Context: an optimization exercise on an open-source flow, tuned for small area, a short achievable clock period and few clock cycles per item. The choices shown serve that exercise and are no tape-out recipe.
At most, simulation tests tie the RTL to the original design; equivalence was not proved.

// geofence
module geofence (clk,reset,X,Y,valid,is_inside);
input           clk;
input           reset;
input   [9:0]   X;
input   [9:0]   Y;
output          valid;
output          is_inside;
reg  [4:0]  cnt;
reg         ph0, ph2, in_vtx, st7, st9;
reg         valid_r;
reg  [9:0]  ox, oy;
reg  signed [10:0] rx [0:6];
reg  signed [10:0] ry [0:6];
reg         nzr;               
reg         rg [0:6];          
reg         rl [0:6];          
reg  [2:0]  rk [0:6];
reg         pl [1:6][0:5];     
reg         pe [1:6][0:5];     
reg  signed [10:0] sx, sy, hx, hy;
reg         bxp, bxn, byp, byn;    
reg         pr;                
integer i, j, k;
function automatic [10:0] sub10(input [9:0] a, input [9:0] b);
    reg [9:0] g, p, nb;
    integer q, d;
    begin
        nb = ~b;
        g = a & nb;
        p = a | nb;
        for (d = 1; d < 10; d = d * 2)
            for (q = 9; q >= d; q = q - 1) begin
                g[q] = g[q] | (p[q] & g[q-d]);
                p[q] = p[q] & p[q-d];
            end
        sub10 = {~(g[9] | p[9]), (a ^ nb) ^ {g[8:0] | p[8:0], 1'b1}};
    end
endfunction
function automatic [1:0] cmp11(input [10:0] a, input [10:0] b);
    reg [10:0] ua, ub, g, p;
    integer q, d;
    begin
        ua = {~a[10], a[9:0]};
        ub = {~b[10], b[9:0]};
        g = ub & ~ua;
        p = ub | ~ua;
        for (d = 1; d < 11; d = d * 2)
            for (q = 10; q >= d; q = q - 1) begin
                g[q] = g[q] | (p[q] & g[q-d]);
                p[q] = p[q] & p[q-d];
            end
        cmp11 = {g[10], g[10] | p[10]};
    end
endfunction
wire signed [10:0] nx = sub10(X, ox);
wire signed [10:0] ny = sub10(Y, oy);
always @(posedge clk) begin
    if (ph0) begin
        ox <= X;
        oy <= Y;
    end
    if (in_vtx) begin
        rx[0] <= nx;
        ry[0] <= ny;
        nzr <= (X == 10'd0);
    end else begin
        rx[0] <= rx[6];
        ry[0] <= ry[6];
    end
    for (i = 1; i < 7; i = i + 1) begin
        rx[i] <= rx[i-1];
        ry[i] <= ry[i-1];
    end
end
reg first;
always @(posedge clk) begin
    if (in_vtx) begin
        bxp <= (bxp || first) && !nx[10];
  ...
For scale: ~2600 cells after synthesis, roughly 24 I/O pins, ~22000 um2 of cells after synthesis.
clock: 8.0 ns
lec_check: 0
abc_area: 1
cap_margin: 20
core_margin: 2
core_utilization: 70
place_density: 0.85
setup_slack_margin: 4.8
slew_margin: 20
synth_hierarchical: 1
synth_minimum_keep_size: 0
run.sh (not shown) runs the stock make flow with config.mk's settings and CLKGATE_MAP_FILE= SYNTH_SCRIPT=/design/flow/synth_recipe.tcl, a recipe that flattens the netlist after the stock synthesis.
Testbench counts at the start, summed over its fixed seeds: cycles 32,845, items 2,400.
==> next run, changes <==
CTS_CLUSTER_DIAMETER = 90   (was not set)
CTS_CLUSTER_SIZE = 26   (was not set)
The new run ran to the end with no violations.
Global-route usage is lower by 1.1 points.
Sequential cell count stays the same.
Worst hold slack is better by 0.0058 ns.
Design area shrinks by 3.0%.
==> next run, changes <==
CTS_CLUSTER_DIAMETER = 80   (was 90)
CTS_CLUSTER_SIZE = 22   (was 26)
Result:
- cell count stays flat
- via count shrinks slightly
- utilization grows by 0.23 points
==> next run, changes <==
CTS_CLUSTER_DIAMETER = 90   (was 80)
CTS_CLUSTER_SIZE = 28   (was 22)
After rerunning: The changed run went through all stages and came out clean. Fmax climbs by 1.3%. Worst setup slack gains 0.041 ns. Worst hold slack hardly moves. Non-clock buffer count came out higher by 5. Die area does not change.

========
Setup of main:
geofence, a different RTL version from the one above (not shown whole).
For scale: ~24 I/O pins, ~21,000 µm² of cells after synthesis.
clock: 8.0 ns
lec_check: 0
abc_area: 1
cap_margin: 20
core_margin: 2
core_utilization: 60
cts_cluster_diameter: 100
cts_cluster_size: 30
place_density: 0.75
setup_slack_margin: 4.0
slew_margin: 20
synth_hierarchical: 1
synth_minimum_keep_size: 0
Input changes introduced in the feature branch (baseline for comparison: main):
--- a/flow/config.mk
+++ b/flow/config.mk
@@ -11 +11 @@
-export CORE_UTILIZATION = 60
+export CORE_UTILIZATION = 70
@@ -14 +14 @@
-export PLACE_DENSITY = 0.75
+export PLACE_DENSITY = 0.85
## What came out
- Summary of the feature branch over main: post-route standard cell area excluding fillers now sits lower, routed wire length has increased.
- On die area: the feature branch sits below main.
- Sort the feature branch and main by sequential share of layout area, ascending, and main comes first.
- Of the feature branch and main, the run reporting the higher placed wire-length estimate was the feature branch.
- The feature branch — non-clock buffer count 4.6% lower, main as reference
No functional check of the RTL was part of any run of this note.

========
## run A
geofence with an RTL version that a note above also has.
Size: roughly 2,100 cells after synthesis, about 390 flip-flops, about 24 I/O pins, ~0.021 sq mm of cells after synthesis.
Settings: LEC_CHECK=0, ABC_AREA=0, CAP_MARGIN=20, CORE_MARGIN=2, CORE_UTILIZATION=70, CTS_CLUSTER_DIAMETER=90, CTS_CLUSTER_SIZE=26, PLACE_DENSITY=0.85, SETUP_SLACK_MARGIN=4.8, SLEW_MARGIN=20, SYNTH_HIERARCHICAL=1, SYNTH_MINIMUM_KEEP_SIZE=0; clock period 8.0 ns.
Run A did not stop at any stage, and its layout met the timing, design-rule and antenna checks.
Testbench counts of run A, summed over its fixed seeds: cycles 32,845, items 2,400.
diff inputs: run A => run B
Settings: SETUP_SLACK_MARGIN changed from 4.8 to 5.0; ABC_AREA changed from 0 to 1.
### Flow results
Of run B and run A, run B shows the lower largest stage delay on the critical path, with run A above it.
Going from run A to run B, the detailed-route wire length on metal 1 was found to have gone up by about 2.4%.
Via total after detailed routing, run B vs run A: up by more than 10%
[compare] base=run A new=run B: synthesized-area fraction occupied by and/or/nand/nor cells now sits higher; final critical-path share of the clock period decreased 4.8 points; non-filler instance count after layout now sits higher.
Run B against run A: per-instance average area after synthesis shows a reduction of about 18%, flip-flop and latch count roughly the same.
Compared to run A, run B has register-to-register setup slack 0.38 ns higher.
> inputs changed (run B -> run C)
Settings: CTS_CLUSTER_SIZE removed (was 26); CTS_CLUSTER_DIAMETER removed (was 90).
Results
Final hold slack, run B and run C: lower on run C. The fraction of met1 tracks used by global routing number comes out higher for run C vs run B. Looking at start point of the critical path, the rg[6] result is from run B; the hx[9] one comes from run C. The final reports for run C and run B show worst setup slack lower in the former. Summary: with run B as the reference, routed wire length per instance in run C moved up by a little under 10%. On clock buffer count: run C sits above run B. Compared with run B, run C ends up with a larger final cell area. Looking at share of the final layout cell area in multi-input gates, run C sits 2.1 points lower than run B does. In run C, the non-clock buffer count came out 18 above the value in run B.
Changes in run D relative to run C:
Settings: putting CTS_CLUSTER_SIZE at 26 where nothing was set; swapping 5.0 for 4.8 in SETUP_SLACK_MARGIN; putting CTS_CLUSTER_DIAMETER at 90 where nothing was set; swapping 0.85 for 0.9 in PLACE_DENSITY.
Findings:
As far as number of inverters outside the clock class in the layout goes, run D and run C are indistinguishable; the numbers are identical. Run D ended with every stage complete and zero timing, DRC or antenna violations. Re latest clock arrival within the worst-skew pair: run D is 0.02 ns down on run C. Sort run C and run D by utilization, descending, and run C comes first. met5 as the top layer reached by signal wires was reported by run C, and met4 by run D. Run D drops fewer vias than run C.
Modified inputs, run E compared to run D
Settings: PLACE_DENSITY: 0.9 -> 0.85; ABC_AREA: 1 -> 0; SETUP_SLACK_MARGIN: 4.8 -> 5.0.
Notes after the runs:
Run E vs. run D: first-pass GRT wire length higher, placer congestion estimate picked up an extra about 0.66%, cell area after layout now sits higher.
Run D vs run E, most common cell after layout, fill and taps aside: sky130_fd_sc_hd__nand2_1 vs sky130_fd_sc_hd__dfxtp_1
Measured against each other, run D and run E differ in critical path depth, the higher figure coming from run D.
Of run D and run E, run D shows the lower shortest period the worst path allows, with run E above it.
Run D → run E: detailed-route wire length per cell now larger; final wirelength up 3.3%; worst-case setup margin in the final layout dropped 0.19 ns.

-- afterwards: timing with drivers on the ports --
No port has a modelled driver above. Below, the same layouts with a new extraction and two added sets of constraints.
Step 1 (the two cells are an assumption about what drives the block):
set clk [get_ports {clk}]
set_driving_cell -lib_cell sky130_fd_sc_hd__clkbuf_16 $clk
set_driving_cell -lib_cell sky130_fd_sc_hd__buf_2 [delete_from_list [all_inputs] $clk]
Step 2 also shifts input and output timing later by t, the mid clock arrival at the registers, as if the neighbouring blocks saw the same clock.
Three values: no drivers, after step 1, after step 2; two values: the first two.
run | t (ns) | setup WS [ns] | hold slack, ns | clock arrival spread, ns
the first run of note 1 | 0.589 | 4.829 / 4.807 / 4.266 | 0.346 / 0.346 / 0.346 | 0.015 / 0.015
the second run of note 1 | 0.593 | 4.851 / 4.796 / 4.353 | 0.352 / 0.352 / 0.352 | 0.017 / 0.017
the third run of note 1 | 0.600 | 4.813 / 4.798 / 4.326 | 0.348 / 0.348 / 0.348 | 0.017 / 0.016
the fourth run of note 1 | 0.589 | 4.854 / 4.802 / 4.328 | 0.349 / 0.349 / 0.349 | 0.025 / 0.025
main | 0.587 | 3.943 / 3.943 / 3.631 | 0.345 / 0.345 / 0.345 | 0.041 / 0.041
the feature branch | 0.587 | 4.008 / 4.004 / 3.587 | 0.352 / 0.352 / 0.352 | 0.020 / 0.020
run A | 0.575 | 4.586 / 4.583 / 4.008 | 0.348 / 0.348 / 0.348 | 0.017 / 0.017
run B | 0.591 | 4.967 / 4.967 / 4.560 | 0.341 / 0.341 / 0.341 | 0.016 / 0.016
run C | 0.603 | 4.921 / 4.921 / 4.555 | 0.337 / 0.337 / 0.337 | 0.024 / 0.024
run D | 0.591 | 4.770 / 4.804 / 4.213 | 0.347 / 0.347 / 0.347 | 0.021 / 0.020
run E | 0.579 | 4.576 / 4.566 / 3.986 | 0.354 / 0.354 / 0.354 | 0.019 / 0.019
After both steps setup and hold are still met in every run listed. The setup slack of run E, which loses most, moves by -0.010 ns with the drivers and by -0.590 ns with both steps.
